This design comes from an exercise in tuning for small area and a short achievable clock period on the open sky130 flow, not from production work.
Where RTL was checked, it was by simulation tests only, not by an equivalence proof against the original.
For runs 3 and 4, only the layout was checked, not whether the RTL still works.
Power is estimated from default activity; no workload was simulated.

==> flow/design.v <==
module RAM_FINAL #( parameter MEM_DEPTH = 256 , ADDR_SIZE = 8)
(
    input clk , rst , rx_valid ,
    input [0:9] din , 
    output reg tx_valid , 
    output reg [0:7] dout
);
reg [0 : ADDR_SIZE -1 ] mem [0 : MEM_DEPTH -1];
reg [0:7] internal_address_write;
reg [0:7] internal_address_read;
integer k;
integer i;  
integer j;  
always @ (posedge clk or negedge rst)
begin
    if (!rst)
    begin
        for (j=0 ; j<MEM_DEPTH ; j = j+1)
        begin mem [j] <= 1'd0;
        end
        internal_address_read <= 1'd0;
        internal_address_write <= 1'd0;
        tx_valid <= 1'd0;
        dout <= 1'd0;
        k <= 0;
        i <= 0;
    end
    else if (rx_valid)
    begin
        case (din[0:1])
            2'b00: begin
                internal_address_write <= din[2:9];
                tx_valid <= 1'b0;
                k <= 0;
            end
            2'b01: begin
                mem [internal_address_write] <= din[2:9];
                tx_valid <= 1'b0;
                k <= 0;
            end
            2'b10: begin
                internal_address_read <= din[2:9];
                k <= 0;
            end
            2'b11: begin
                dout <= mem [internal_address_read];
                tx_valid <= 1'b1;
                i <= 1;
            end
        endcase
    end
    else if ( k<8 && i == 1)
    begin
    tx_valid <= 1'b1;
    k <= k+1;
    end
    else tx_valid <= 1'b0;
end
endmodule
module SPI_SLAVE_FINAL(
    input MOSI , clk , rst ,
    tx_valid , ss_n ,
    input [0:7] tx_data ,
    output reg MISO , rx_valid ,
    output reg [0:9] rx_data );
integer i;
reg [1:0] cs;
localparam IDLE = 2'b00, 
CHK_CMD = 2'b01, 
WRITE = 2'b10;
always @ (posedge clk or negedge rst)
begin
if (!rst)
    begin
        MISO <= 1'b0;
        rx_valid <= 1'b0;
        rx_data <= 10'b0;
        cs <= IDLE;
        i <= 0;
    end
else
    begin
        case(cs)
            IDLE:
            begin
                if (ss_n) begin
                cs <= IDLE;
                rx_valid <= 1'b0;
                rx_data <= 10'b0;
                i <= 0;
                MISO <= 1'b0;
                end
                else if (!ss_n)
                begin 
                cs <= CHK_CMD;
                rx_valid <= 1'b0;
                rx_data <= 10'b0;
                i <= 0;
                MISO <= 1'b0;
                end
            end
            CHK_CMD:
            begin
                if (ss_n) cs <= IDLE;
                else if (tx_valid)
                begin
                    MISO <= (i < 8) ? tx_data[i] : 1'b0;
                    if (i<8)
                    begin
                        i <= i+1;
                        cs <= CHK_CMD;
                    end
                    else cs <= IDLE;
                end
                else cs <= WRITE;
            end       
            WRITE:
            begin
                if (ss_n) 
                begin
                    if (i == 9)
                    begin
                    rx_data[i] <= MOSI;
                    rx_valid <= 1'b1;
                    cs <= IDLE;
                    end
                    else cs <= IDLE;
                end
                else
                begin
                    rx_data[i] <= MOSI;
                    if (i<9)
                    begin
                        i <= i+1;
                        cs <= WRITE;
                    end
                    else 
                    begin
                        rx_valid <= 1'b1;
                        i <= 0;
                        cs <= IDLE;
                    end
                end
            end
        endcase
    end
end
endmodule
module SPI_Wrapper_FINAL (
    input MOSI , clk , rst , ss_n ,
    output MISO );
wire [0:9] w1_rx_data;
wire [0:7] w2_tx_data;
wire tx_valid_w3;
wire rx_valid_w4;
SPI_SLAVE_FINAL SPI ( .MOSI(MOSI) , 
.clk(clk) , 
.rst(rst) , 
.tx_valid(tx_valid_w3) ,
.ss_n(ss_n) ,
.tx_data(w2_tx_data) , 
.MISO(MISO) , 
.rx_valid(rx_valid_w4) , 
.rx_data(w1_rx_data) );
RAM_FINAL u_Ram ( .clk(clk) ,
.rst(rst) , 
.rx_valid(rx_valid_w4) , 
.din(w1_rx_data) , 
.dout(w2_tx_data) , 
.tx_valid(tx_valid_w3) );
endmodule
==> flow/run.sh <==
#!/bin/bash
# synth_recipe.tcl (not shown) runs the flow's synth.tcl, then flattens the netlist and writes it again
# the make line also repeats each setting of config.mk as NAME=value (left out here)
make -C /OpenROAD-flow-scripts/flow DESIGN_CONFIG=/design/flow/config.mk WORK_HOME=/design/flow/orfs CLKGATE_MAP_FILE= SYNTH_SCRIPT=/design/flow/synth_recipe.tcl finish
==> flow/config.mk <==
export PLATFORM = sky130hd
export DESIGN_NAME = SPI_Wrapper_FINAL
export DESIGN_NICKNAME = SPI_Wrapper_FINAL
export VERILOG_FILES = /design/flow/design.v
export SDC_FILE = /design/flow/constraint.sdc
export NUM_CORES = 4
export LEC_CHECK = 0
export CAP_MARGIN = 20
export CELL_PAD_IN_SITES_DETAIL_PLACEMENT = 1
export CORE_MARGIN = 2
export CORE_UTILIZATION = 25
export PLACE_DENSITY = 0.35
export SLEW_MARGIN = 40
==> flow/constraint.sdc <==
create_clock -name core_clock -period 7.5 [get_ports {clk}]
set_input_delay 1.5000 -clock core_clock [delete_from_list [all_inputs] [get_ports {clk}]]
set_output_delay 1.5000 -clock core_clock [all_outputs]
set_load 0.01 [all_outputs]
==> results of run 1 <==
==> stage by stage <==
step | instance area, um2 | hold WS (ns)
4_1_cts | 119700 | 0.4221
6_report | 120100 | 0.4368
3_3_place_gp | 107800 | 0.4702
3_5_place_dp | 110000 | 0.4670
5_1_grt | 120000 | 0.4700
2_1_floorplan | 98000 | 0.4347
==> layer usage <==
layer  part of all wire  up-vias  GRT usage
li1                   -    30060          -
met1               0.41    46790     0.5102
met2               0.41     5851     0.5580
met3              0.094     1666     0.1130
met4              0.091       40     0.3017
met5            0.00033        -          0
==> layout make-up <==
cell class | instances | area [um2] | area share
inverters | 20 | 75.07 | 0.0006248
diodes | 54 | 135.1 | 0.001125
repair buffers | 658 | 6325 | 0.05264
clock buffers | 439 | 8564 | 0.07128
multi-input cells | 4915 | 43530 | 0.3623
well taps | 5197 | 6502 | 0.05412
clock inverters | 75 | 1106 | 0.009206
flip-flops and latches | 2152 | 53910 | 0.4487
==> worst reg2reg max path: stages (launching register included) <==
cell and delay (ns):
dfrtp_4 0.70, buf_4 0.37, and4b_4 0.41, buf_12 0.24
a22oi_1 0.57, o22ai_1 0.28, nor4_1 0.77, buf_4 0.29
nand3_1 0.38, nor3_1 0.49, buf_4 0.19, nand4_1 0.20
buf_4 0.24, o32a_1 0.32
==> final timing paths <==
kind | end | startpoint | cells after the start | slack, ns
setup reg to reg | u_Ram.dout[3]$_DFFE_PN0P_ | u_Ram.internal_address_read[4]$_DFFE_PN0P_ | 13 | 1.96
min in group core_clock | u_Ram.i[0]$_DFFE_PN0P_ | u_Ram.i[0]$_DFFE_PN0P_ | 1 | 0.47
setup / recovery | u_Ram.dout[3]$_DFFE_PN0P_ | u_Ram.internal_address_read[4]$_DFFE_PN0P_ | 13 | 1.96
hold reg to reg | u_Ram.i[0]$_DFFE_PN0P_ | u_Ram.i[0]$_DFFE_PN0P_ | 1 | 0.47
max in group asynchronous | u_Ram.internal_address_read[2]$_DFFE_PN0P_ | rst | 5 | 4.99
hold / removal | u_Ram.mem[230][3]$_DFFE_PN0P_ | rst | 1 | 0.44
==> power by group through the flow <==
stage | clock network [mW] | logic (mW) | registers, mW
2_1_floorplan | 0 | 0.318 | 11.9
3_3_place_gp | 0 | 0.973 | 11.9
3_5_place_dp | 0 | 1.02 | 11.9
4_1_cts | 14.7 | 1.02 | 11.7
5_1_grt | 15.1 | 1.07 | 11.7
6_report | 14.5 | 1.02 | 11.7
==> flip-flops by register name, indices dropped and copies added, names as in the netlist <==
name and cells:
SPI.rx_valid 1, SPI.rx_data 10, u_Ram.internal_address_write 8, u_Ram.dout 8, u_Ram.i 1, SPI.i 32, SPI.MISO 1, u_Ram.mem 2048
u_Ram.internal_address_read 8, u_Ram.tx_valid 1, u_Ram.k 32, SPI.cs 2
==> logic make-up after synthesis <==
| family | Yosys count |
|---|---|
| buf+inv | 655 |
| simple gates | 1370 |
| compound gates | 1404 |
| xor+xnor | 34 |
| mux | 2097 |
| flops | 2152 |
| fa+ha+maj | 10 |
==> cells in the final DEF (no fill, tap or decap), types with 74 or more instances in the layout <==
cell type and instances:
dfrtp_1 2136, mux2_2 2067, buf_4 523, a22oi_1 497, clkbuf_16 288, nor2_1 276
nand2_1 219, a32oi_1 213, nand3_1 186, o22ai_1 156, nand4_1 109, o21ai_0 85
a21oi_1 79, clkbuf_8 79, nor2_2 74
==> run summary, run 1 <==
Yosys warnings: 3
Slew Viols, Final: 0
Largest family of logic cells by synthesized area: multiplexers
Worst path max stage delay: 0.77 ns
Reg power frac: 0.429
Max FO, Critical Path: 44
Avg Inst Size Synth: 12.69 um2
Synthesized flop and latch total: 2152
DRC violations left: 0
Cell breakdown of the critical path: buf_4 -> and4b_4 -> buf_12 -> a22oi_1 -> o22ai_1 -> nor4_1 -> buf_4 -> nand3_1 -> nor3_1 -> buf_4 -> nand4_1 -> buf_4 -> o32a_1
# setup viols final: 0
Outcome: timing/DRC/antenna clean
Startpoint types: register
Synth unique cells: 88
Min-delay worst type: input pin to async pin
Starting Density: 0.2515
Sw frac: 0.2573
Input/output buffers: 4
1st-pass router iterations: 8
Drt wl/cell: 59.58 um
Max transition margin: 0.2855
Antenna violations before repair: 146
GRT Residual Overflow: 0
Share of the synthesized area in the top cell type: 0.5495
Vias: 84400
DP HPWL: 577800 um
Most frequent cell after synthesis: dfrtp_1
Die Area: 0.3970 mm2
Total Wirelength: 804900 um
Max cap viols: 0
Initial DRC Count: 12900
Syn_nets: 7736
Largest net degree at the start of global routing: 127
Final hold vios: 0
CP Capture Type: register
Crit path kind: register to register
Final Skew: 0.05337 ns
Gate count after technology mapping: 7722
Hold-fix buffers at CTS: 0
Share of cells above drive strength 1: 0.4293
CP arrival: 6.40 ns
Worst-path clk slew: 0.06 ns
Post-cts sizing count: 0
Overall power: 27.25 mW
Sequential share of the synthesized area: 0.5495
Setup TNS: 0 ns
First-pass GRT wire length: 1002000 um
Clock power frac: 0.533
Root Driver: clkbuf_16
Slew @ Worst Pin: 1.072 ns
Row count: 229
Synth Area in Compound Gates: 0.1086
Area leader, netlist: dfrtp_1
Vias in the first global route: 81260
Io pins: 5
Switching power: 7.011 mW
Post-DRT Antenna Nets: 0
Gate power share: 0.037
Post-CTS Repair Setup Buffers: 0
Critical Path RT: 8.36 ns
Share of flip-flops with an asynchronous set or reset: 1.000
# fillers: 41280
Max VDD drop: 165.8 uV
Top cell by count, worst path: buf_4
Top cells by count, synth: 2152 x dfrtp_1, 2067 x mux2_2, 540 x clkbuf_1, 510 x a22oi_1, 401 x nor2_1
Core area: 0.3897 mm2
WP buf/inv: 5
Synth-to-Final Area Change: 22.60%
H-tree Lvls: 5
Synthesized cell area: 0.09800 mm2
Setup slack at placement: 2.082 ns
CTS tree: done
Vias per cell: 6.247
Fin crit share: 0.7382
Max frequency: 180.6 MHz
Final Util: 0.3083
RSZ-0062 raised after global routing: false
CTS Buf Count: 286
Nets: 8047
Area share of fa/ha/maj cells after synthesis: 0.001277
Pwr/cell area: 226.8 mW/mm2
Slowest CP cell: nor4_1
Count of flip-flops with a built-in enable after synthesis: 0
Clock sinks: 2152
Gr usage total: 0.3960
Synth Area in Simple Gates: 0.07083
Multiplexer share of the synthesized area: 0.2410
Synth top area cells: dfrtp_1 55%, mux2_2 24%, a22oi_1 3.9%, clkbuf_1 2.1%, a32oi_1 2.0%
Worst Setup Slack, final: 1.963 ns
Cell family with most CP delay: simple AND/OR/NAND/NOR gates
Clk Latency, worst-skew pair: 0.99 ns
P_leak: 54.34 nW
Placer Congestion: 1.081
Die Wd: 630.1 um
Xor and xnor area share after synthesis: 0.003039
Final min period: 5.537 ns
Clock Path Buffers: 4
Final cell count without fillers: 13510
Dpl cells: 12930
Pint: 20.24 mW
Main synth FF type: dfrtp_1
Die height: 630.1 um
==> inputs of run 2 (changes only) <==
==> flow/design.v (replaced) <==
module RAM_FINAL (
    input clk , rst , rx_valid ,
    input [0:9] din ,
    output reg tx_valid ,
    output reg [0:7] dout
);
reg [7:0] waddr, raddr;
reg [0:7] wdata;
reg [0:7] pf;
reg [2:0] q;
reg clearing;
reg wr_active;
reg [2:0] wcnt;
reg [3:0] k;
reg rd_seen;
wire [255:0] q7;
wire wbit = wdata[q] & ~clearing;
wire tap = q7[raddr];
genvar w;
generate
    for (w = 0; w < 256; w = w + 1) begin : g_word
        reg [7:0] r;
        wire sel = clearing | (wr_active & (waddr == w));
        always @ (posedge clk)
            r <= {r[6:0], sel ? wbit : r[7]};
        assign q7[w] = r[7];
    end
endgenerate
always @ (posedge clk or negedge rst)
begin
    if (!rst)
    begin
        q <= 3'd7;
        clearing <= 1'b1;
        pf <= 8'd0;
    end
    else
    begin
        q <= q - 3'd1;
        if (q == 3'd0) clearing <= 1'b0;
        pf[q] <= (clearing | (wr_active & (waddr == raddr))) ? wbit : tap;
    end
end
always @ (posedge clk)
    if (rx_valid && din[0:1] == 2'b01) wdata <= din[2:9];
always @ (posedge clk or negedge rst)
begin
    if (!rst)
    begin
        waddr <= 8'd0;
        raddr <= 8'd0;
        dout <= 8'd0;
        tx_valid <= 1'b0;
        k <= 4'd0;
        rd_seen <= 1'b0;
        wr_active <= 1'b0;
        wcnt <= 3'd0;
    end
    else
    begin
        if (wr_active)
        begin
            wcnt <= wcnt + 3'd1;
            if (wcnt == 3'd7) wr_active <= 1'b0;
        end
        if (rx_valid)
        begin
            case (din[0:1])
                2'b00: begin
                    waddr <= din[2:9];
                    tx_valid <= 1'b0;
                    k <= 4'd0;
                end
                2'b01: begin
                    wr_active <= 1'b1;
                    wcnt <= 3'd0;
                    tx_valid <= 1'b0;
                    k <= 4'd0;
                end
                2'b10: begin
                    raddr <= din[2:9];
                    k <= 4'd0;
                end
                2'b11: begin
                    dout <= pf;
                    tx_valid <= 1'b1;
                    rd_seen <= 1'b1;
                end
            endcase
        end
        else if (!k[3] && rd_seen)
        begin
            tx_valid <= 1'b1;
            k <= k + 4'd1;
        end
        else tx_valid <= 1'b0;
    end
end
endmodule
module SPI_SLAVE_FINAL(
    input MOSI , clk , rst ,
    tx_valid , ss_n ,
    input [0:7] tx_data ,
    output reg MISO , rx_valid ,
    output reg [0:9] rx_data );
reg [3:0] i;
reg [1:0] cs;
localparam IDLE = 2'b00,
CHK_CMD = 2'b01,
WRITE = 2'b10;
always @ (posedge clk or negedge rst)
begin
if (!rst)
    begin
        MISO <= 1'b0;
        rx_valid <= 1'b0;
        rx_data <= 10'b0;
        cs <= IDLE;
        i <= 4'd0;
    end
else
    begin
        case(cs)
            CHK_CMD:
            begin
                if (ss_n) cs <= IDLE;
                else if (tx_valid)
                begin
                    MISO <= (i < 4'd8) ? tx_data[i[2:0]] : 1'b0;
                    if (i < 4'd8)
                    begin
                        i <= i + 4'd1;
                        cs <= CHK_CMD;
                    end
                    else cs <= IDLE;
                end
                else cs <= WRITE;
            end
            WRITE:
            begin
                if (ss_n)
                begin
                    if (i == 4'd9)
                    begin
                        rx_data[9] <= MOSI;
                        rx_valid <= 1'b1;
                    end
                    cs <= IDLE;
                end
                else
                begin
                    rx_data[i] <= MOSI;
                    if (i < 4'd9)
                        i <= i + 4'd1;
                    else
                    begin
                        rx_valid <= 1'b1;
                        i <= 4'd0;
                        cs <= IDLE;
                    end
                end
            end
            default:
            begin
                cs <= ss_n ? IDLE : CHK_CMD;
                rx_valid <= 1'b0;
                rx_data <= 10'b0;
                i <= 4'd0;
                MISO <= 1'b0;
            end
        endcase
    end
end
endmodule
module SPI_Wrapper_FINAL (
    input MOSI , clk , rst , ss_n ,
    output MISO );
wire [0:9] w1_rx_data;
wire [0:7] w2_tx_data;
wire tx_valid_w3;
wire rx_valid_w4;
SPI_SLAVE_FINAL SPI ( .MOSI(MOSI) , 
.clk(clk) , 
.rst(rst) , 
.tx_valid(tx_valid_w3) ,
.ss_n(ss_n) ,
.tx_data(w2_tx_data) , 
.MISO(MISO) , 
.rx_valid(rx_valid_w4) , 
.rx_data(w1_rx_data) );
RAM_FINAL u_Ram ( .clk(clk) ,
.rst(rst) , 
.rx_valid(rx_valid_w4) , 
.din(w1_rx_data) , 
.dout(w2_tx_data) , 
.tx_valid(tx_valid_w3) );
endmodule
==> run summary, run 2 <==
Outcome: timing/DRC/antenna clean
Gate power share: 0.005 (-0.032)
Gr usage total: 0.1064 (-0.2896)
Max transition margin: 0.4338 (+0.1483)
Hold_sp: u_Ram.g_word[165].r[0]$_DFF_P_
Max frequency: 240.7 MHz (+33%)
Main synth FF type: dfxtp_1
Synth unique cells: 67 (-24%)
RSZ-0062 raised after global routing: false
WP buf/inv: 1 (-4)
Sequential share of the synthesized area: 0.8284 (+0.2789)
Die Wd: 458.8 um (-27%)
Min-delay worst type: register to register
Slowest CP cell: or4b_1
Avg Inst Size Synth: 15.37 um2 (+21%)
First-pass GRT wire length: 167800 um (-83%)
Total Wirelength: 110100 um (-86%)
Max FO, Critical Path: 7 (-84%)
Io pins: 5 (unchanged)
Max cap viols: 0 (unchanged)
Max FFs per register: 2048 (unchanged)
Post-DRT Antenna Nets: 0 (unchanged)
Critical Path RT: 8.22 ns (-0.14 ns)
CP arrival: 4.87 ns (-1.53 ns)
Clock power frac: 0.479 (-0.054)
Clock sinks: 2120 (-1.5%)
Largest regs: u_Ram.g_word.r x2048, SPI.rx_data x10
Pint: 17.46 mW (-14%)
H-tree Lvls: 4 (-1)
Antenna violations before repair: 2 (-99%)
Placer Congestion: 0.7050 (-35%)
Most frequent cell after synthesis: dfxtp_1
Clk Latency, worst-skew pair: 0.83 ns (-0.16 ns)
Final Skew: 0.05043 ns (-0.002939 ns)
Sw frac: 0.2007 (-0.05654)
FF-to-FF setup slack: 3.35 ns (+1.38 ns)
Hold-fix buffers at CTS: 0 (unchanged)
Input/output buffers: 4 (unchanged)
Final min period: 4.155 ns (-1.382 ns)
DRC violations left: 0 (unchanged)
Clock Path Buffers: 3 (-1)
Startpoint types: register
Reg power frac: 0.517 (+0.088)
Post-CTS Repair Setup Buffers: 0 (unchanged)
CTS Buf Count: 208 (-27%)
Synthesized cell area: 0.05172 mm2 (-47%)
CTS tree: done
Syn_nets: 3392 (-56%)
Top cell by count, worst path: ha_1
Die height: 458.8 um (-27%)
Slew @ Worst Pin: 0.8493 ns (-0.2225 ns)
Switching power: 4.385 mW (-37%)
Vias: 24580 (-71%)
Root Driver: clkbuf_16
Fin crit share: 0.5540 (-0.1843)
Final hold vios: 0 (unchanged)
Initial DRC Count: 1191 (-91%)
P_leak: 23.40 nW (-57%)
Nets: 3475 (-57%)
Commonest non-fill, non-tap cells in the layout: 2048 x dfxtp_1, 209 x clkbuf_16, 194 x o211ai_1, 192 x o31ai_1, 113 x nand2_1
Worst-path clk slew: 0.06 ns (about the same)
Drt wl/cell: 17.43 um (-71%)
Top cells by count, synth: 2048 x dfxtp_1, 194 x o211ai_1, 192 x o31ai_1, 142 x clkbuf_1, 125 x nand2_1
1st-pass router iterations: 4 (-4)
Share of flip-flops with an asynchronous set or reset: 0.03019 (-0.9698)
Cell breakdown of the critical path: inv_1 -> ha_1 -> ha_1 -> or3b_2 -> nand2b_1 -> ha_1 -> or4b_1 -> nor4_1 -> o21bai_1 -> nor3_2 -> and2_1 -> nand3_1 -> mux2_1 -> a22o_1
Vias in the first global route: 25640 (-68%)
Yosys warnings: 2 (-1)
Die Area: 0.2105 mm2 (-47%)
Area leader, netlist: dfxtp_1
Gate count after technology mapping: 3365 (-56%)
Worst path max stage delay: 0.50 ns (-0.27 ns)
Row count: 166 (-28%)
Cell family with most CP delay: simple AND/OR/NAND/NOR gates
Core area: 0.2052 mm2 (-47%)
Share of the synthesized area in the top cell type: 0.7927 (+0.2432)
Commonest non-fill, non-tap cell in the layout: dfxtp_1
CP Capture Type: register
# setup viols final: 0 (unchanged)
Crit path kind: register to register
Count of flip-flops with a built-in enable after synthesis: 8 (+8)
GRT Residual Overflow: 0 (unchanged)
Pwr/cell area: 352.9 mW/mm2 (+56%)
Synthesized flop and latch total: 2120 (-1.5%)
Vias per cell: 3.891 (-38%)
Final hold slack: 0.2898 ns (-0.1470 ns)
Slew Viols, Final: 0 (unchanged)
Largest net degree at the start of global routing: 142 (+12%)
Max VDD drop: 252.9 uV (+53%)
Starting Density: 0.2520 (+0.0005559)
Biggest register: u_Ram.g_word.r
DP HPWL: 64190 um (-89%)
Share of cells above drive strength 1: 0.1393 (-0.2900)
Worst setup path startpoint: SPI.i[1]$_DFFE_PN0P_
Synth-to-Final Area Change: 19.68%
Setup TNS: 0 ns (unchanged)
Post-cts sizing count: 0 (unchanged)
Synth top area cells: dfxtp_1 79%, dfrtp_1 2.9%, o211ai_1 2.8%, o31ai_1 2.8%, mux4_2 2.3%
Reg-to-reg critical path startpoint: SPI.i[1]$_DFFE_PN0P_
[run 2: cell types whose count changed after synthesis, sizes merged, moves of 359 or more]
cell    before   now
nor2       402    43
a22oi      510     7
mux2      2067    33
dfxtp        0  2048
clkbuf     541   144
dfrtp     2152    60
[run 2: final cells by class]
| cell class | instances | area, um2 |
|---|---|---|
| antenna | 3 | 7.507 |
| clock buffer | 312 | 6097 |
| clock inverter | 75 | 954.7 |
| fill | 21330 | 143300 |
| inverter | 25 | 101.3 |
| multi-input combinational | 1047 | 8147 |
| sequential | 2120 | 42860 |
| tap | 2688 | 3363 |
| timing repair buffer | 46 | 374.1 |
[run 2: through the flow]
| stage | power [mW] | setup WS, ns | area, um2 | util | instances |
|---|---|---|---|---|---|
| after floorplan | 11.60 | 3.671 | 51720 | - | 3365 |
| after global placement | 11.64 | 3.307 | 54780 | 0.2670 | 5926 |
| after detailed placement | 11.64 | 3.265 | 54840 | 0.2672 | 5926 |
| after CTS | 22.25 | 3.252 | 61890 | 0.3016 | 6313 |
| after global routing | 22.76 | 2.985 | 61900 | 0.3016 | 6315 |
| final | 21.85 | 3.345 | 61900 | 0.3017 | 6316 |
[run 2: power groups by stage]
stage,Clock (mW),Combinational [mW],Sequential (mW)
global route,11.4,0.116,11.3
finish,10.5,0.101,11.3
global placement,0,0.104,11.5
detailed placement,0,0.105,11.5
floorplan,0,0.0730,11.5
CTS,10.9,0.106,11.3
[run 2: final timing paths]
kind	endpoint	depth (start not counted)
worst max register to register	SPI.rx_data[0]$_DFFE_PN0P_	14
min in group asynchronous	SPI.rx_valid$_DFFE_PN0P_	2
worst max-delay path	SPI.rx_data[0]$_DFFE_PN0P_	14
worst min register to register	u_Ram.g_word[165].r[1]$_DFF_P_	0
max in group asynchronous	u_Ram.raddr[0]$_DFFE_PN0P_	2
worst min-delay path	u_Ram.g_word[165].r[1]$_DFF_P_	0
[run 2: kinds of logic after synthesis]
group,Yosys count,share of synthesized area
buffers and inverters,198,0.01585
xor gates and xnor gates,15,0.002540
muxes,120,0.04069
DFF,2120,0.8284
and+or+nand+nor,354,0.03324
AOI/OAI and AO/OA,535,0.07371
adders and majority gates,23,0.005564
[run 2: per-layer routing]
metal	GRT usage	vias up	wire length, um
li1	-	11810	-
met1	0.1470	12210	54200
met2	0.1632	350	48270
met3	0.02229	209	4605
met4	0.03973	0	3005
met5	0	-	0
[run 2: worst reg2reg max path: cells and delay by family (launching register included)]
family / cells / cell delay (ns)
simple gates: 7 / 1.88
fa+ha+maj: 3 / 0.90
flops: 1 / 0.48
compound gates: 2 / 0.35
mux: 1 / 0.33
buf+inv: 1 / 0.12
==> inputs of run 3 (changes only) <==
--- a/flow/design.v
+++ b/flow/design.v
@@ -13,6 +13,9 @@
 reg [2:0] wcnt;
 reg [3:0] k;
 reg rd_seen;
+wire [2:0] q_next = {q[2] ^ ~(q[1] | q[0]), q[1] ^ ~q[0], ~q[0]};
+wire [2:0] wcnt_next = {wcnt[2] ^ (wcnt[1] & wcnt[0]), wcnt[1] ^ wcnt[0], ~wcnt[0]};
+wire [3:0] k_next = {k[2] & k[1] & k[0], k[2] ^ (k[1] & k[0]), k[1] ^ k[0], ~k[0]};
 wire [255:0] q7;
 wire wbit = wdata[q] & ~clearing;
 wire tap = q7[raddr];
@@ -36,7 +39,7 @@
     end
     else
     begin
-        q <= q - 3'd1;
+        q <= q_next;
         if (q == 3'd0) clearing <= 1'b0;
         pf[q] <= (clearing | (wr_active & (waddr == raddr))) ? wbit : tap;
     end
@@ -60,7 +63,7 @@
     begin
         if (wr_active)
         begin
-            wcnt <= wcnt + 3'd1;
+            wcnt <= wcnt_next;
             if (wcnt == 3'd7) wr_active <= 1'b0;
         end
         if (rx_valid)
@@ -91,7 +94,7 @@
         else if (!k[3] && rd_seen)
         begin
             tx_valid <= 1'b1;
-            k <= k + 4'd1;
+            k <= k_next;
         end
         else tx_valid <= 1'b0;
     end
@@ -108,6 +111,24 @@
 localparam IDLE = 2'b00,
 CHK_CMD = 2'b01,
 WRITE = 2'b10;
+function [3:0] inc;
+    input [3:0] v;
+    case (v)
+        4'd0: inc = 4'd1;
+        4'd1: inc = 4'd2;
+        4'd2: inc = 4'd3;
+        4'd3: inc = 4'd4;
+        4'd4: inc = 4'd5;
+        4'd5: inc = 4'd6;
+        4'd6: inc = 4'd7;
+        4'd7: inc = 4'd8;
+        4'd8: inc = 4'd9;
+        default: inc = 4'd0;
+    endcase
+endfunction
+wire send = (cs == CHK_CMD) & ~ss_n & tx_valid;
+wire recv = (cs == WRITE) & (~ss_n | (i == 4'd9));
+integer j;
 always @ (posedge clk or negedge rst)
 begin
 if (!rst)
@@ -120,54 +141,18 @@
     end
 else
     begin
-        case(cs)
-            CHK_CMD:
-            begin
-                if (ss_n) cs <= IDLE;
-                else if (tx_valid)
-                begin
-                    MISO <= (i < 4'd8) ? tx_data[i[2:0]] : 1'b0;
-                    if (i < 4'd8)
-                    begin
-                        i <= i + 4'd1;
-                        cs <= CHK_CMD;
-                    end
-                    else cs <= IDLE;
-                end
-                else cs <= WRITE;
-            end
-            WRITE:
-            begin
-                if (ss_n)
-                begin
-                    if (i == 4'd9)
-                    begin
-                        rx_data[9] <= MOSI;
-                        rx_valid <= 1'b1;
-                    end
-                    cs <= IDLE;
-                end
-                else
-                begin
-                    rx_data[i] <= MOSI;
-                    if (i < 4'd9)
-                        i <= i + 4'd1;
-                    else
-                    begin
-                        rx_valid <= 1'b1;
-                        i <= 4'd0;
-                        cs <= IDLE;
-                    end
-                end
-            end
-            default:
-            begin
-                cs <= ss_n ? IDLE : CHK_CMD;
-                rx_valid <= 1'b0;
-                rx_data <= 10'b0;
-                i <= 4'd0;
-                MISO <= 1'b0;
-            end
+        if (cs == IDLE) i <= 4'd0;
+        else if (send | (recv & ~ss_n)) i <= inc(i);
+        for (j = 0; j < 10; j = j + 1)
+            if (cs == IDLE) rx_data[j] <= 1'b0;
+            else if (recv && i == j) rx_data[j] <= MOSI;
+        rx_valid <= recv & (i == 4'd9);
+        if (cs == IDLE) MISO <= 1'b0;
+        else if (send) MISO <= ~i[3] & tx_data[i[2:0]];
+        case (cs)
+            CHK_CMD: cs <= ss_n ? IDLE : (tx_valid ? (i[3] ? IDLE : CHK_CMD) : WRITE);
+            WRITE:   cs <= (ss_n | (i == 4'd9)) ? IDLE : WRITE;
+            default: cs <= ss_n ? IDLE : CHK_CMD;
         endcase
     end
 end
==> run summary, run 3 <==
Outcome: timing/DRC/antenna clean
Final Skew: 0.04765 ns (-0.002780 ns)
Hold-fix buffers at CTS: 0 (unchanged)
Vias in the first global route: 24880 (-3.0%)
Avg Inst Size Synth: 15.46 um2 (+0.58%)
Post-CTS Repair Setup Buffers: 0 (unchanged)
CP arrival: 4.51 ns (-0.36 ns)
Largest regs: u_Ram.g_word.r x2048, SPI.rx_data x10
Die Area: 0.2086 mm2 (-0.93%)
FF-to-FF setup slack: 3.68 ns (+0.34 ns)
Syn_nets: 3335 (-1.7%)
Most frequent cell after synthesis: dfxtp_1
Min-delay worst type: register to register
Synth top area cells: dfxtp_1 80%, dfrtp_1 2.9%, o211ai_1 2.9%, o31ai_1 2.9%, mux4_2 2.8%
Share of the synthesized area in the top cell type: 0.8002 (+0.007531)
Max FFs per register: 2048 (unchanged)
Max VDD drop: 170.7 uV (-32%)
DRC violations left: 0 (unchanged)
Largest family of logic cells by synthesized area: compound AO/OA/AOI/OAI gates
Reg-to-reg critical path startpoint: u_Ram.raddr[2]$_DFFE_PN0P_
Post-DRT Antenna Nets: 0 (unchanged)
Max FO, Critical Path: 40 (+33)
Synthesized flop and latch total: 2120 (unchanged)
Drt wl/cell: 17.35 um (-0.45%)
Placer Congestion: 0.6880 (-2.4%)
Crit path kind: register to register
Area share of fa/ha/maj cells after synthesis: 0.004152 (-0.001412)
Root Driver: clkbuf_16
First-pass GRT wire length: 163200 um (-2.8%)
Synthesized cell area: 0.05123 mm2 (-0.94%)
# fillers: 21170 (-0.73%)
Hold_sp: u_Ram.g_word[38].r[2]$_DFF_P_
Commonest non-fill, non-tap cells in the layout: 2048 x dfxtp_1, 215 x clkbuf_16, 196 x o31ai_1, 196 x o211ai_1, 126 x nand2_1
Input/output buffers: 4 (unchanged)
Critical Path RT: 8.20 ns (-0.02 ns)
Area leader, netlist: dfxtp_1
Share of flip-flops with an asynchronous set or reset: 0.03019 (unchanged)
Io pins: 5 (unchanged)
Antenna violations before repair: 3 (+1)
Synth-to-Final Area Change: 20.25%
Slew Viols, Final: 0 (unchanged)
Final min period: 3.816 ns (-0.3384 ns)
Worst-path clk slew: 0.06 ns (about the same)
RSZ-0062 raised after global routing: false
Gate count after technology mapping: 3314 (-1.5%)
Min-Delay Endpoint: u_Ram.g_word[38].r[3]$_DFF_P_
Startpoint types: register
GRT Residual Overflow: 0 (unchanged)
Max frequency: 262.0 MHz (+8.9%)
Setup TNS: 0 ns (unchanged)
Multiplexer share of the synthesized area: 0.03641 (-0.004278)
1st-pass router iterations: 4 (unchanged)
Pwr/cell area: 356.8 mW/mm2 (+1.1%)
Nets: 3419 (-1.6%)
# setup viols final: 0 (unchanged)
Die Wd: 456.7 um (-0.47%)
Initial DRC Count: 1015 (-15%)
Synth Area in Compound Gates: 0.07561 (+0.001897)
Clock Path Buffers: 3 (unchanged)
Max transition margin: 0.4195 (-0.01432)
Hold Path Stages: 0 (unchanged)
Clk Latency, worst-skew pair: 0.82 ns (about the same)
Fin crit share: 0.5088 (-0.04512)
Main synth FF type: dfxtp_1
DP HPWL: 63160 um (-1.6%)
Sequential share of the synthesized area: 0.8363 (+0.007870)
Vias: 24120 (-1.9%)
Worst reg2reg path depth: 9 (-5)
Worst Setup Slack, final: 3.684 ns (+0.3384 ns)
Slew @ Worst Pin: 0.8668 ns (+0.01756 ns)
Row count: 166 (unchanged)
Count of flip-flops with a built-in enable after synthesis: 8 (unchanged)
Vias per cell: 3.845 (-1.2%)
Max cap viols: 0 (unchanged)
H-tree Lvls: 4 (unchanged)
Final hold vios: 0 (unchanged)
CTS tree: done
P_leak: 23.10 nW (-1.3%)
Clock sinks: 2120 (unchanged)
Largest net degree at the start of global routing: 140 (-1.4%)
Worst setup path startpoint: u_Ram.raddr[2]$_DFFE_PN0P_
Setup slack at placement: 3.493 ns (+0.2283 ns)
Total Wirelength: 108800 um (-1.1%)
Yosys warnings: 2 (unchanged)
Xor and xnor area share after synthesis: 0.001709 (-0.0008306)
Starting Density: 0.2509 (-0.001102)
Biggest register: u_Ram.g_word.r
Synth Area in Simple Gates: 0.02957 (-0.003665)
Commonest non-fill, non-tap cell in the layout: dfxtp_1
Share of cells above drive strength 1: 0.1421 (+0.002829)
Top cells by count, synth: 2048 x dfxtp_1, 196 x o211ai_1, 196 x o31ai_1, 153 x clkbuf_1, 132 x nand2_1
Die height: 456.7 um (-0.47%)
CTS Buf Count: 213 (+2.4%)
Post-cts sizing count: 0 (unchanged)
Synth unique cells: 59 (-12%)
RR Endpoint: u_Ram.pf[1]$_DFF_PN0_
Gr usage total: 0.1048 (-0.001627)
CP Capture Type: register
Core area: 0.2042 mm2 (-0.51%)
-- run 3: cell count changes after synthesis, sizes merged, moves of 7 or more --
cell / change
o41ai: +7
nor3: -11
a22oi: +9
mux2i: -10
o21ai: -12
clkbuf: +9
nand2: +7
a21oi: +9
nor2: -13
nor2b: +7
a22o: -8
-- run 3: area by class of cell --
| type | count | area [um2] | area share |
|---|---|---|---|
| sequential | 2120 | 42850 | 0.6956 |
| antenna | 3 | 7.507 | 0.0001219 |
| timing repair buffer | 49 | 421.7 | 0.006844 |
| tap | 2688 | 3363 | 0.05459 |
| inverter | 18 | 80.08 | 0.001300 |
| multi-input combinational | 996 | 7640 | 0.1240 |
| clock inverter | 83 | 1005 | 0.01631 |
| clock buffer | 315 | 6236 | 0.1012 |
-- run 3: routing by layer --
layer	vias up	wire length [um]	track usage
met5	-	0	0
met4	0	3150	0.04104
met3	212	3877	0.02316
met2	323	46990	0.1573
met1	11970	54800	0.1458
li1	11610	-	-
-- run 3: per-stage QoR --
step | instance area [um2] | instances | hold slack [ns] | power [mW] | utilization
after floorplan | 51230 | 3314 | 0.3096 | 11.57 | -
after global placement | 54280 | 5870 | 0.3095 | 11.60 | 0.2658
after detailed placement | 54320 | 5870 | 0.3132 | 11.60 | 0.2660
after CTS | 61560 | 6268 | 0.2679 | 22.39 | 0.3015
after global routing | 61600 | 6270 | 0.2716 | 22.88 | 0.3017
final | 61610 | 6272 | 0.2837 | 21.98 | 0.3018
-- run 3: cells by family after synthesis --
group | after synthesis
AO/OA/AOI/OAI | 545
XOR/XNOR | 10
adder cells (fa/ha/maj) | 17
buffers and inverters | 198
flip-flops | 2120
multiplexers | 104
AND/OR/NAND/NOR | 320
-- run 3: power breakdown --
| part | total (mW) | switching (mW) | internal, mW | leakage (nW) |
|---|---|---|---|---|
| Clock | 10.6 | 4.39 | 6.24 | 3.57 |
| Combinational | 0.0640 | 0.0421 | 0.0219 | 2.10 |
| Sequential | 11.3 | 0.0110 | 11.3 | 17.4 |
| Total | 22.0 | 4.44 | 17.5 | 23.1 |
-- run 3: worst max-delay path: stages (launching register included) --
cell	delay, ns
dfrtp_4	0.90
buf_4	0.48
mux4_2	0.27
mux2i_1	0.09
mux2i_1	0.55
a31oi_1	0.19
a32oi_1	0.35
and3_4	0.26
a41oi_4	0.07
o41ai_1	0.47
-- run 3: how the worst max path moves through the flow --
stage / to / slack (ns) / depth (start not counted)
3_3_place_gp: u_Ram.pf[5]$_DFF_PN0_ / 3.59 / 9
6_report: u_Ram.pf[1]$_DFF_PN0_ / 3.68 / 9
3_5_place_dp: u_Ram.pf[0]$_DFF_PN0_ / 3.49 / 9
5_1_grt: u_Ram.pf[3]$_DFF_PN0_ / 3.41 / 9
2_1_floorplan: SPI.rx_data[4]$_DFFE_PN0P_ / 4.68 / 5
4_1_cts: u_Ram.pf[1]$_DFF_PN0_ / 3.45 / 9
==> inputs of run 4 (changes only) <==
--- a/flow/config.mk
+++ b/flow/config.mk
@@ -8,6 +8,7 @@
 export CAP_MARGIN = 20
 export CELL_PAD_IN_SITES_DETAIL_PLACEMENT = 1
 export CORE_MARGIN = 2
-export CORE_UTILIZATION = 25
-export PLACE_DENSITY = 0.35
+export CORE_UTILIZATION = 50
+export CTS_CLUSTER_SIZE = 30
+export PLACE_DENSITY = 0.6
 export SLEW_MARGIN = 40
==> run summary, run 4 <==
Outcome: timing/DRC/antenna clean
Slew Viols, Final: 0 (unchanged)
Main synth FF type: dfxtp_1
Row count: 117 (-30%)
Yosys warnings: 2 (unchanged)
Area leader, netlist: dfxtp_1
# setup viols final: 0 (unchanged)
DP HPWL: 57760 um (-8.6%)
Startpoint types: register
Max transition margin: 0.4460 (+0.02649)
Slew @ Worst Pin: 0.8273 ns (-0.03956 ns)
Total Wirelength: 106900 um (-1.8%)
Vias per cell: 5.110 (+33%)
DP Area: 0.05254 mm2 (-3.3%)
Min-delay worst type: register to register
Max frequency: 257.6 MHz (-1.7%)
Initial DRC Count: 1547 (+52%)
CTS tree: done
Synth unique cells: 59 (unchanged)
Sequential share of the synthesized area: 0.8363 (unchanged)
Worst-path clk slew: 0.07 ns (about the same)
Storage element area: 0.04285 mm2 (about the same)
Starting Density: 0.5036 (+0.2526)
Critical Path RT: 8.13 ns (-0.07 ns)
RSZ-0062 raised after global routing: false
Final Skew: 0.01883 ns (-0.02882 ns)
Vias in the first global route: 27360 (+10%)
Share of cells above drive strength 1: 0.1323 (-0.009795)
Reg-to-reg critical path startpoint: u_Ram.raddr[2]$_DFFE_PN0P_
Vias: 24910 (+3.3%)
Antenna violations before repair: 0 (-3)
Commonest non-fill, non-tap cells in the layout: 2048 x dfxtp_1, 196 x o31ai_1, 196 x o211ai_1, 194 x clkbuf_16, 120 x nand2_1
CP Capture Type: register
Hold-fix buffers at CTS: 0 (unchanged)
Multi-input logic area: 0.007650 mm2 (+0.13%)
Biggest register: u_Ram.g_word.r
Placer Congestion: 0.7898 (+15%)
Avg Inst Size Synth: 15.46 um2 (unchanged)
DRC violations left: 0 (unchanged)
Synthesized cell area: 0.05123 mm2 (unchanged)
Worst setup path startpoint: u_Ram.raddr[2]$_DFFE_PN0P_
Hold Path Stages: 0 (unchanged)
FF-to-FF setup slack: 3.62 ns (-0.07 ns)
Input/output buffers: 4 (unchanged)
Final hold vios: 0 (unchanged)
CP arrival: 4.52 ns (about the same)
CTS Buf Count: 189 (-11%)
Nets: 3379 (-1.2%)
Synth-to-Final Area Change: 15.26%
Post-DRT Antenna Nets: 0 (unchanged)
Top cells by count, synth: 2048 x dfxtp_1, 196 x o211ai_1, 196 x o31ai_1, 153 x clkbuf_1, 132 x nand2_1
Share of flip-flops with an asynchronous set or reset: 0.03019 (unchanged)
Largest regs: u_Ram.g_word.r x2048, SPI.rx_data x10
H-tree Lvls: 4 (unchanged)
Fin crit share: 0.5176 (+0.008753)
Clock sinks: 2120 (unchanged)
Die Wd: 324.1 um (-29%)
Share of the synthesized area in the top cell type: 0.8002 (unchanged)
Max VDD drop: 205.3 uV (+20%)
Max FFs per register: 2048 (unchanged)
P_leak: 22.71 nW (-1.7%)
Commonest non-fill, non-tap cell in the layout: dfxtp_1
Die Area: 0.1050 mm2 (-50%)
Die height: 324.1 um (-29%)
Gr usage total: 0.2078 (+0.1030)
Crit path kind: register to register
Clk Latency, worst-skew pair: 0.78 ns (-0.04 ns)
GRT Residual Overflow: 0 (unchanged)
Worst reg2reg path depth: 9 (unchanged)
Clock Path Buffers: 3 (unchanged)
RR Endpoint: u_Ram.pf[3]$_DFF_PN0_
Io pins: 5 (unchanged)
Most frequent cell after synthesis: dfxtp_1
Core area: 0.1017 mm2 (-50%)
Final min period: 3.882 ns (+0.06565 ns)
Gate count after technology mapping: 3314 (unchanged)
Hold_sp: u_Ram.g_word[253].r[6]$_DFF_P_
Count of flip-flops with a built-in enable after synthesis: 8 (unchanged)
Setup TNS: 0 ns (unchanged)
Syn_nets: 3335 (unchanged)
Post-CTS Repair Setup Buffers: 0 (unchanged)
# diodes: 0 (-3)
# fillers: 9128 (-57%)
Synth top area cells: dfxtp_1 80%, dfrtp_1 2.9%, o211ai_1 2.9%, o31ai_1 2.9%, mux4_2 2.8%
1st-pass router iterations: 5 (+1)
First-pass GRT wire length: 165400 um (+1.3%)
Pwr/cell area: 359.3 mW/mm2 (+0.72%)
Largest net degree at the start of global routing: 123 (-12%)
Post-cts sizing count: 0 (unchanged)
Root Driver: clkbuf_16
Max FO, Critical Path: 32 (-20%)
Min-Delay Endpoint: u_Ram.g_word[253].r[7]$_DFF_P_
Drt wl/cell: 21.93 um (+26%)
Post-route cell area: 0.05905 mm2 (-4.1%)
Max cap viols: 0 (unchanged)
Synthesized flop and latch total: 2120 (unchanged)
-- run 4: cell counts after synthesis --
No cell type changed its count.
-- run 4: area by class of cell --
class / count / share of cell area
timing repair buffer: 33 / 0.004810
multi-input combinational: 996 / 0.1295
tap: 1368 / 0.02899
clock inverter: 65 / 0.01358
inverter: 18 / 0.001271
clock buffer: 274 / 0.09611
sequential: 2120 / 0.7257
-- run 4: per-layer routing --
metal	GRT usage	vias up	part of all wire
li1	-	11490	-
met5	0	-	0
met2	0.3424	468	0.48
met3	0.03890	197	0.039
met1	0.2762	12750	0.46
met4	0.07130	0	0.027
-- run 4: through the flow --
| stage | instances | power (mW) | utilization | worst slack, ns | hold WS (ns) |
|---|---|---|---|---|---|
| floorplan | 3314 | 11.57 | - | 4.682 | 0.3096 |
| global placement | 4534 | 11.59 | 0.5156 | 3.901 | 0.3095 |
| detailed placement | 4534 | 11.60 | 0.5164 | 3.771 | 0.3132 |
| CTS | 4873 | 21.42 | 0.5800 | 3.681 | 0.3039 |
| global route | 4874 | 21.90 | 0.5804 | 3.530 | 0.3144 |
| finish | 4874 | 21.22 | 0.5804 | 3.618 | 0.3071 |
-- run 4: critical path, stage by stage (launching register included) --
cell	delay, ns
dfrtp_4	0.78
buf_4	0.60
mux4_2	0.34
mux2i_1	0.09
mux2i_1	0.42
a31oi_1	0.19
a32oi_1	0.39
and3_4	0.27
a41oi_4	0.07
o41ai_1	0.51
-- run 4: logic make-up (layout without fill, tap and decap cells) --
group           after synthesis  count (layout)  synth area share
fa+ha+maj                    17              17          0.004152
buf+inv                     198             390           0.01626
compound gates              545             545           0.07561
flops                      2120            2120            0.8363
mux                         104             104           0.03641
simple gates                320             320           0.02957
xor+xnor                     10              10          0.001709
-- run 4: worst max path at each step --
stage	slack, ns	end	cells past startpoint
after floorplan	4.68	SPI.rx_data[4]$_DFFE_PN0P_	5
after global placement	3.90	u_Ram.pf[2]$_DFF_PN0_	9
final	3.62	u_Ram.pf[3]$_DFF_PN0_	9
after detailed placement	3.77	u_Ram.pf[3]$_DFF_PN0_	9
after CTS	3.68	u_Ram.pf[3]$_DFF_PN0_	9
after global routing	3.53	u_Ram.pf[5]$_DFF_PN0_	9
-- run 4: where the power goes --
part	internal [mW]	leakage (nW)	switching, mW
logic	0.0221	2.06	0.0438
clock network	5.75	3.22	4.12
registers	11.3	17.4	0.0107
==> inputs of run 5 (changes only) <==
--- a/flow/design.v
+++ b/flow/design.v
@@ -18,7 +18,10 @@
 wire [3:0] k_next = {k[2] & k[1] & k[0], k[2] ^ (k[1] & k[0]), k[1] ^ k[0], ~k[0]};
 wire [255:0] q7;
 wire wbit = wdata[q] & ~clearing;
-wire tap = q7[raddr];
+reg [3:0] t4;
+reg [2:0] qd;
+reg fd;
+wire fwd = clearing | (wr_active & (waddr == raddr));
 genvar w;
 generate
     for (w = 0; w < 256; w = w + 1) begin : g_word
@@ -35,24 +38,38 @@
     begin
         q <= 3'd7;
         clearing <= 1'b1;
-        pf <= 8'd0;
+        fd <= 1'b1;
     end
     else
     begin
         q <= q_next;
         if (q == 3'd0) clearing <= 1'b0;
-        pf[q] <= (clearing | (wr_active & (waddr == raddr))) ? wbit : tap;
+        fd <= fwd;
     end
 end
+integer b;
 always @ (posedge clk)
+begin
+    t4[0] <= q7[{2'd0, raddr[5:0]}];
+    t4[1] <= q7[{2'd1, raddr[5:0]}];
+    t4[2] <= q7[{2'd2, raddr[5:0]}];
+    t4[3] <= q7[{2'd3, raddr[5:0]}];
+    qd <= q;
+    for (b = 0; b < 8; b = b + 1)
+        if (fwd && q == b) pf[b] <= wbit;
+        else if (!fd && qd == b) pf[b] <= t4[raddr[7:6]];
+end
+always @ (posedge clk)
+begin
     if (rx_valid && din[0:1] == 2'b01) wdata <= din[2:9];
+    if (rx_valid && din[0:1] == 2'b11) dout <= pf;
+end
 always @ (posedge clk or negedge rst)
 begin
     if (!rst)
     begin
         waddr <= 8'd0;
         raddr <= 8'd0;
-        dout <= 8'd0;
         tx_valid <= 1'b0;
         k <= 4'd0;
         rd_seen <= 1'b0;
@@ -85,7 +102,6 @@
                     k <= 4'd0;
                 end
                 2'b11: begin
-                    dout <= pf;
                     tx_valid <= 1'b1;
                     rd_seen <= 1'b1;
                 end
@@ -129,23 +145,24 @@
 wire send = (cs == CHK_CMD) & ~ss_n & tx_valid;
 wire recv = (cs == WRITE) & (~ss_n | (i == 4'd9));
 integer j;
+always @ (posedge clk)
+begin
+    if (cs == IDLE) i <= 4'd0;
+    else if (send | (recv & ~ss_n)) i <= inc(i);
+    for (j = 0; j < 10; j = j + 1)
+        if (cs == IDLE) rx_data[j] <= 1'b0;
+        else if (recv && i == j) rx_data[j] <= MOSI;
+end
 always @ (posedge clk or negedge rst)
 begin
 if (!rst)
     begin
         MISO <= 1'b0;
         rx_valid <= 1'b0;
-        rx_data <= 10'b0;
         cs <= IDLE;
-        i <= 4'd0;
     end
 else
     begin
-        if (cs == IDLE) i <= 4'd0;
-        else if (send | (recv & ~ss_n)) i <= inc(i);
-        for (j = 0; j < 10; j = j + 1)
-            if (cs == IDLE) rx_data[j] <= 1'b0;
-            else if (recv && i == j) rx_data[j] <= MOSI;
         rx_valid <= recv & (i == 4'd9);
         if (cs == IDLE) MISO <= 1'b0;
         else if (send) MISO <= ~i[3] & tx_data[i[2:0]];
--- a/flow/config.mk
+++ b/flow/config.mk
@@ -11,4 +11,5 @@
 export CORE_UTILIZATION = 50
 export CTS_CLUSTER_SIZE = 30
 export PLACE_DENSITY = 0.6
+export SETUP_SLACK_MARGIN = 4.6
 export SLEW_MARGIN = 40
==> run summary, run 5 <==
Die Area: 0.1056 mm2 (+0.49%)
GRT Residual Overflow: 0 (unchanged)
Commonest non-fill, non-tap cell in the layout: dfxtp_1
Syn_nets: 3327 (-0.24%)
Crit path kind: register to register
1st-pass router iterations: 5 (unchanged)
Root Driver: clkbuf_16
Max cap viols: 0 (unchanged)
Initial DRC Count: 1442 (-6.8%)
Final min period: 2.809 ns (-1.073 ns)
Total Wirelength: 108500 um (+1.6%)
# setup viols final: 0 (unchanged)
Setup TNS: 0 ns (unchanged)
Starting Density: 0.5053 (+0.001769)
Final Skew: 0.02470 ns (+0.005872 ns)
Synthesized cell area: 0.05149 mm2 (+0.50%)
Startpoint types: register
Gate count after technology mapping: 3306 (-0.24%)
Io pins: 5 (unchanged)
Nets: 3395 (+0.47%)
Die height: 324.9 um (+0.25%)
Vias per cell: 5.083 (-0.54%)
Synth-to-Final Area Change: 15.82%
CTS Buf Count: 189 (unchanged)
Clock Path Buffers: 3 (unchanged)
CP arrival: 3.46 ns (-1.06 ns)
Pwr/cell area: 360.0 mW/mm2 (+0.17%)
Placer Congestion: 0.7863 (-0.44%)
Vias in the first global route: 27920 (+2.1%)
# fillers: 9217 (+0.98%)
DRC violations left: 0 (unchanged)
Largest regs: u_Ram.g_word.r x2048, SPI.rx_data x10
First-pass GRT wire length: 168900 um (+2.1%)
Gr usage total: 0.2078 (about the same)
Area leader, netlist: dfxtp_1
Most frequent cell after synthesis: dfxtp_1
Vias: 24930 (+0.076%)
Input/output buffers: 4 (unchanged)
Drt wl/cell: 22.13 um (+0.94%)
Largest net degree at the start of global routing: 114 (-7.3%)
Top cells by count, synth: 2069 x dfxtp_1, 200 x o211ai_1, 197 x o31ai_1, 155 x nand2_1, 119 x clkbuf_1
Max VDD drop: 209.3 uV (+2.0%)
# diodes: 0 (unchanged)
Overall power: 21.47 mW (+1.2%)
Row count: 117 (unchanged)
DP HPWL: 57540 um (-0.39%)
Die Wd: 324.9 um (+0.25%)
Worst-path clk slew: 0.06 ns (about the same)
P_leak: 23.04 nW (+1.5%)
Sequential share of the synthesized area: 0.8356 (about the same)
Max FO, Critical Path: 27 (-16%)
Outcome: timing/DRC/antenna clean
Max FFs per register: 2048 (unchanged)
DP Area: 0.05283 mm2 (+0.55%)
Antenna violations before repair: 0 (unchanged)
Synth top area cells: dfxtp_1 80%, mux4_2 3.0%, o211ai_1 2.9%, o31ai_1 2.9%, dfrtp_1 1.5%
Main synth FF type: dfxtp_1
CTS tree: done
Avg Inst Size Synth: 15.57 um2 (+0.74%)
Clock sinks: 2128 (+0.38%)
Share of cells above drive strength 1: 0.1394 (+0.007079)
Fin crit share: 0.3745 (-0.1431)
Post-route cell area: 0.05963 mm2 (+0.99%)
Final hold vios: 0 (unchanged)
Share of the synthesized area in the top cell type: 0.8045 (+0.004217)
Yosys warnings: 2 (unchanged)
Synth unique cells: 60 (+1.7%)
Clk Latency, worst-skew pair: 0.78 ns (about the same)
Count of flip-flops with a built-in enable after synthesis: 24 (+16)
Min-delay worst type: register to register
Critical Path RT: 8.15 ns (+0.02 ns)
Biggest register: u_Ram.g_word.r
RSZ-0062 raised after global routing: false
Synthesized flop and latch total: 2128 (+0.38%)
Hold-fix buffers at CTS: 0 (unchanged)
Slew Viols, Final: 0 (unchanged)
H-tree Lvls: 4 (unchanged)
Share of flip-flops with an asynchronous set or reset: 0.01645 (-0.01374)
Post-DRT Antenna Nets: 0 (unchanged)
Max frequency: 356.1 MHz (+38%)
Commonest non-fill, non-tap cells in the layout: 2069 x dfxtp_1, 200 x o211ai_1, 197 x o31ai_1, 194 x clkbuf_16, 145 x nand2_1
Core area: 0.1019 mm2 (+0.14%)
CP Capture Type: register
Slew @ Worst Pin: 0.8599 ns (+0.03266 ns)
Max transition margin: 0.4267 (-0.01928)
## run 5: cell count changes in the layout (fill, tap and decap cells not counted), moves of 12 or more
cell / delta
o21ai_0: -23
nand3_1: -18
clkinv_2: +12
edfxtp_1: +16
buf_4: +14
dfrtp_1: -31
dfxtp_1: +21
nand2_1: +25
a22oi_1: -16
mux2i_1: +25
## run 5: cell type report
cell class	count	area [um2]	share of cell area
inverters	18	75.07	0.001259
clock inverters	85	1122	0.01882
clock buffers	268	5543	0.09295
multi-input cells	983	7680	0.1288
repair buffers	54	471.7	0.007910
well taps	1368	1712	0.02870
flip-flops and latches	2128	43030	0.7216
## run 5: path summary, 6_finish.rpt
| kind | depth (start not counted) | end | slack (ns) | startpoint |
|---|---|---|---|---|
| hold / removal | 0 | u_Ram.g_word[60].r[4]$_DFF_P_ | 0.31 | u_Ram.g_word[60].r[3]$_DFF_P_ |
| setup / recovery | 6 | u_Ram.t4[0]$_DFF_P_ | 4.69 | u_Ram.raddr[2]$_DFFE_PN0P_ |
| hold reg to reg | 0 | u_Ram.g_word[60].r[4]$_DFF_P_ | 0.31 | u_Ram.g_word[60].r[3]$_DFF_P_ |
| setup reg to reg | 6 | u_Ram.t4[0]$_DFF_P_ | 4.69 | u_Ram.raddr[2]$_DFFE_PN0P_ |
| max in group asynchronous | 2 | u_Ram.raddr[0]$_DFFE_PN0P_ | 5.95 | rst |
| min in group asynchronous | 2 | SPI.rx_valid$_DFF_PN0_ | 1.15 | rst |
## run 5: per-layer routing
| layer | vias to the layer above | track usage | share of wire |
|---|---|---|---|
| li1 | 11470 | - | - |
| met1 | 12720 | 0.2676 | 0.45 |
| met2 | 483 | 0.3487 | 0.48 |
| met3 | 249 | 0.03519 | 0.034 |
| met4 | 0 | 0.08575 | 0.039 |
| met5 | - | 0 | 0 |
## run 5: stage by stage
step	hold slack, ns	cells	utilization	worst slack (ns)
2_1_floorplan	0.3096	3306	-	5.026
3_3_place_gp	0.3095	4532	0.5173	4.143
3_5_place_dp	0.3132	4538	0.5185	4.276
4_1_cts	0.3086	4891	0.5841	4.615
5_1_grt	0.3174	4904	0.5853	4.624
6_report	0.3066	4904	0.5853	4.691
## run 5: what timing repair did
| item | 4_1_cts | 5_1_grt |
|---|---|---|
| buffers inserted | 0 | 13 |
| pin swaps | 0 | 0 |
| endpoints found under the setup margin | 94 | 84 |
| resized for setup | 11 | 7 |
| cloned | 0 | 0 |
## run 5: worst max-delay path: stages, from the launching register on
cell      delay (ns)
dfrtp_2         0.85
buf_4           0.61
mux4_2          0.41
a31oi_1         0.25
o211ai_1        0.25
nand4_1         0.17
o21ai_0         0.11
## run 5: power by group
part	total (mW)	leakage [nW]	internal (mW)	switching [mW]
clock	10.1	3.30	5.94	4.18
combinational	0.0222	2.38	0.00666	0.0156
sequential	11.3	17.4	11.3	0.00112
total	21.5	23.0	17.3	4.20
## run 5: logic make-up after synthesis
| group | count (synthesis) | synth area share |
|---|---|---|
| xor gates and xnor gates | 10 | 0.001701 |
| AOI/OAI and AO/OA | 510 | 0.07086 |
| DFF | 2128 | 0.8356 |
| buffers and inverters | 195 | 0.01706 |
| and+or+nand+nor | 324 | 0.02979 |
| adders and majority gates | 17 | 0.004131 |
| muxes | 122 | 0.04087 |
==> inputs of run 6 (changes only) <==
--- a/flow/config.mk
+++ b/flow/config.mk
@@ -9,6 +9,7 @@
 export CELL_PAD_IN_SITES_DETAIL_PLACEMENT = 1
 export CORE_MARGIN = 2
 export CORE_UTILIZATION = 50
+export CTS_BUF_LIST = sky130_fd_sc_hd__clkbuf_8 sky130_fd_sc_hd__clkbuf_4
 export CTS_CLUSTER_SIZE = 30
 export PLACE_DENSITY = 0.6
 export SETUP_SLACK_MARGIN = 4.6
==> run summary, run 6 <==
Outcome: timing/DRC/antenna clean
Largest regs: u_Ram.g_word.r x2048, SPI.rx_data x10
Cell family with most CP delay: flip-flops
RSZ-0062 raised after global routing: true
1st-pass router iterations: 4 (-1)
Setup TNS: 0 ns (unchanged)
FF-to-FF setup slack: 4.72 ns (+0.03 ns)
Post-DRT Antenna Nets: 0 (unchanged)
Min-delay worst type: register to register
Starting Density: 0.5053 (unchanged)
Worst-path clk slew: 0.06 ns (about the same)
Hold Path Stages: 0 (unchanged)
Sequential share of the synthesized area: 0.8356 (unchanged)
H-tree Lvls: 5 (+1)
Yosys warnings: 2 (unchanged)
WP buf/inv: 1 (unchanged)
Vias in the first global route: 28070 (+0.54%)
Count of flip-flops with a built-in enable after synthesis: 24 (unchanged)
Nets: 3532 (+4.0%)
Synth unique cells: 60 (unchanged)
P_leak: 23.30 nW (+1.1%)
Clock Path Buffers: 4 (+1)
Root Driver: clkbuf_8
Placer Congestion: 0.7863 (unchanged)
Largest net degree at the start of global routing: 114 (unchanged)
Cell breakdown of the critical path: buf_2
Die Area: 0.1056 mm2 (unchanged)
Vias: 25330 (+1.6%)
Antenna violations before repair: 2 (+2)
Clk Latency, worst-skew pair: 0.96 ns (+0.18 ns)
Critical Path RT: 6.00 ns (-2.15 ns)
Worst reg2reg path depth: 7 (+1)
Final Skew: 0.07090 ns (+0.04620 ns)
Slew Viols, Final: 0 (unchanged)
Share of flip-flops with an asynchronous set or reset: 0.01645 (unchanged)
Reg-to-reg critical path startpoint: u_Ram.raddr[4]$_DFFE_PN0P_
Max FO, Critical Path: 2 (-93%)
Fin crit share: 0.3892 (+0.01471)
Share of the synthesized area in the top cell type: 0.8045 (unchanged)
Area leader, netlist: dfxtp_1
Die Wd: 324.9 um (unchanged)
Row count: 117 (unchanged)
Pwr/cell area: 351.5 mW/mm2 (-2.3%)
Max cap viols: 0 (unchanged)
Commonest non-fill, non-tap cell in the layout: dfxtp_1
GRT Residual Overflow: 0 (unchanged)
Max frequency: 342.6 MHz (-3.8%)
Vias per cell: 4.965 (-2.3%)
Crit path kind: register to primary output
Gr usage total: 0.1987 (-0.009151)
Initial DRC Count: 1155 (-20%)
CP Capture Type: primary output
Top cells by count, synth: 2069 x dfxtp_1, 200 x o211ai_1, 197 x o31ai_1, 155 x nand2_1, 119 x clkbuf_1
Most frequent cell after synthesis: dfxtp_1
Slowest CP cell: dfrtp_1
First-pass GRT wire length: 161900 um (-4.1%)
Input/output buffers: 4 (unchanged)
# fillers: 9379 (+1.8%)
Share of cells above drive strength 1: 0.1924 (+0.05302)
Synth top area cells: dfxtp_1 80%, mux4_2 3.0%, o211ai_1 2.9%, o31ai_1 2.9%, dfrtp_1 1.5%
Worst path max stage delay: 0.38 ns (-0.47 ns)
Io pins: 5 (unchanged)
Commonest non-fill, non-tap cells in the layout: 2069 x dfxtp_1, 402 x clkbuf_8, 200 x o211ai_1, 197 x o31ai_1, 145 x nand2_1
Hold_sp: u_Ram.g_word[37].r[1]$_DFF_P_
Hold-fix buffers at CTS: 0 (unchanged)
Final hold vios: 0 (unchanged)
# setup viols final: 0 (unchanged)
DRC violations left: 0 (unchanged)
Max VDD drop: 196.4 uV (-6.2%)
Drt wl/cell: 20.41 um (-7.8%)
Max FFs per register: 2048 (unchanged)
Biggest register: u_Ram.g_word.r
Main synth FF type: dfxtp_1
CTS Buf Count: 325 (+72%)
Core area: 0.1019 mm2 (unchanged)
Die height: 324.9 um (unchanged)
Synth-to-Final Area Change: 15.82% (about the same)
RR Endpoint: u_Ram.pf[2]$_DFFE_PP_
Synthesized cell area: 0.05149 mm2 (unchanged)
DP HPWL: 57540 um (unchanged)
Avg Inst Size Synth: 15.57 um2 (unchanged)
Gate count after technology mapping: 3306 (unchanged)
Final hold slack: 0.2658 ns (-0.04085 ns)
Startpoint types: register
Syn_nets: 3327 (unchanged)
Clock sinks: 2128 (unchanged)
Min-Delay Endpoint: u_Ram.g_word[37].r[2]$_DFF_P_
CTS tree: done
Total Wirelength: 104100 um (-4.1%)
Final min period: 2.919 ns (+0.1103 ns)
Synthesized flop and latch total: 2128 (unchanged)
Slew @ Worst Pin: 0.8929 ns (+0.03303 ns)
Max transition margin: 0.4035 (-0.02324)
CP arrival: 1.42 ns (-2.04 ns)
-- run 6: cell types whose count changed in the layout (fill, tap and decap cells not counted), sizes merged --
cell	change
clkinv	-17
clkbuf	+229
inv	-1
bufinv	-16
diode	+2
-- run 6: report_power, final --
group          switching [mW]  total (mW)  internal, mW
Sequential            0.00113        11.3          11.3
Clock                    4.13        9.62          5.49
Combinational          0.0159      0.0226       0.00670
Total                    4.15        21.0          16.8
-- run 6: cells by family after synthesis --
family / after synthesis / share of synthesized area
buf+inv: 195 / 0.01706
simple gates: 324 / 0.02979
mux: 122 / 0.04087
compound gates: 510 / 0.07086
flops: 2128 / 0.8356
xor+xnor: 10 / 0.001701
fa+ha+maj: 17 / 0.004131
-- run 6: worst max-delay path by stage --
| stage | slack [ns] | from | end | cells past startpoint |
|---|---|---|---|---|
| 2_1_floorplan | 5.03 | ss_n | SPI.rx_data[0]$_SDFFE_PP0P_ | 5 |
| 3_3_place_gp | 4.14 | ss_n | SPI.rx_data[5]$_SDFFE_PP0P_ | 5 |
| 3_5_place_dp | 4.28 | ss_n | SPI.rx_data[2]$_SDFFE_PP0P_ | 5 |
| 4_1_cts | 4.52 | SPI.MISO$_DFFE_PN0P_ | MISO | 1 |
| 5_1_grt | 4.50 | SPI.MISO$_DFFE_PN0P_ | MISO | 1 |
| 6_report | 4.58 | SPI.MISO$_DFFE_PN0P_ | MISO | 1 |
-- run 6: metrics by stage --
step                setup WS, ns  std cells    util  power, mW  instance area [um2]
floorplan                  5.026       3306       -      11.59                51490
global placement           4.143       4532  0.5173      11.59                52710
detailed placement         4.276       4538  0.5185      11.60                52830
CTS                        4.521       5085  0.5842      21.21                59520
global route               4.502       5100  0.5853      21.77                59630
finish                     4.581       5101  0.5853      20.97                59640
-- run 6: cell type report --
class / count / area (um2) / area share
Timing Repair Buffer: 55 / 470.5 / 0.007889
Multi-Input combinational cell: 983 / 7667 / 0.1286
Tap cell: 1368 / 1712 / 0.02870
Inverter: 18 / 75.07 / 0.001259
Clock buffer: 496 / 6232 / 0.1045
Antenna cell: 2 / 5.005 / 0.00008392
Sequential cell: 2128 / 43030 / 0.7216
Clock inverter: 51 / 442.9 / 0.007427
-- run 6: routing by layer --
metal | track usage | part of all wire | routed length, um | up-vias
met1 | 0.2547 | 0.45 | 46760 | 12770
met4 | 0.08575 | 0.030 | 3111 | 0
li1 | - | - | - | 11800
met5 | 0 | 0 | 0 | -
met3 | 0.04506 | 0.045 | 4648 | 230
met2 | 0.3242 | 0.48 | 49590 | 526
-- run 6: what timing repair did --
action	4_1_cts	5_1_grt
gates resized for setup	10	2
endpoints found under the setup margin	33	16
buffers inserted	0	14

port drivers added, routing unchanged:
Ports are ideal in the flow. The routed layouts listed here were re-timed in OpenROAD.
Step 1: set_driving_cell puts a clkbuf_16 on clk and a buf_2 on each other input, an assumption about the parent block.
Step 2 moves the port delays by t, midway between the first and last clock arrival at a register: inputs arrive t later, outputs are due t later. That takes back most of the time a late clock gives input paths.
a / b / c = ideal ports / drivers / drivers and shift; a / b = the first two.
run | shift t [ns] | setup WS [ns] | worst hold slack (ns) | slew at the worst register clock pin (ns) | worst data-port slew with drivers (ns)
run 1 | 1.095 | 1.963 / 1.963 / 1.963 | 0.437 / 0.393 / 0.470 | 0.07 / 0.07 | 0.08
run 2 | 0.883 | 3.345 / 3.345 / 3.345 | 0.290 / 0.290 / 0.290 | 0.07 / 0.07 | 0.03
run 3 | 0.881 | 3.684 / 3.684 / 3.684 | 0.284 / 0.284 / 0.284 | 0.06 / 0.06 | 0.04
run 4 | 0.830 | 3.618 / 3.618 / 3.618 | 0.307 / 0.307 / 0.307 | 0.07 / 0.07 | 0.03
run 5 | 0.837 | 4.691 / 4.637 / 4.215 | 0.307 / 0.307 / 0.307 | 0.07 / 0.07 | 0.04
run 6 | 0.988 | 4.581 / 4.511 / 4.236 | 0.266 / 0.266 / 0.266 | 0.07 / 0.07 | 0.04
After both steps setup and hold are still met in every run listed. The setup slack of run 5, which loses most, moves by -0.054 ns with the drivers and by -0.476 ns with both steps.
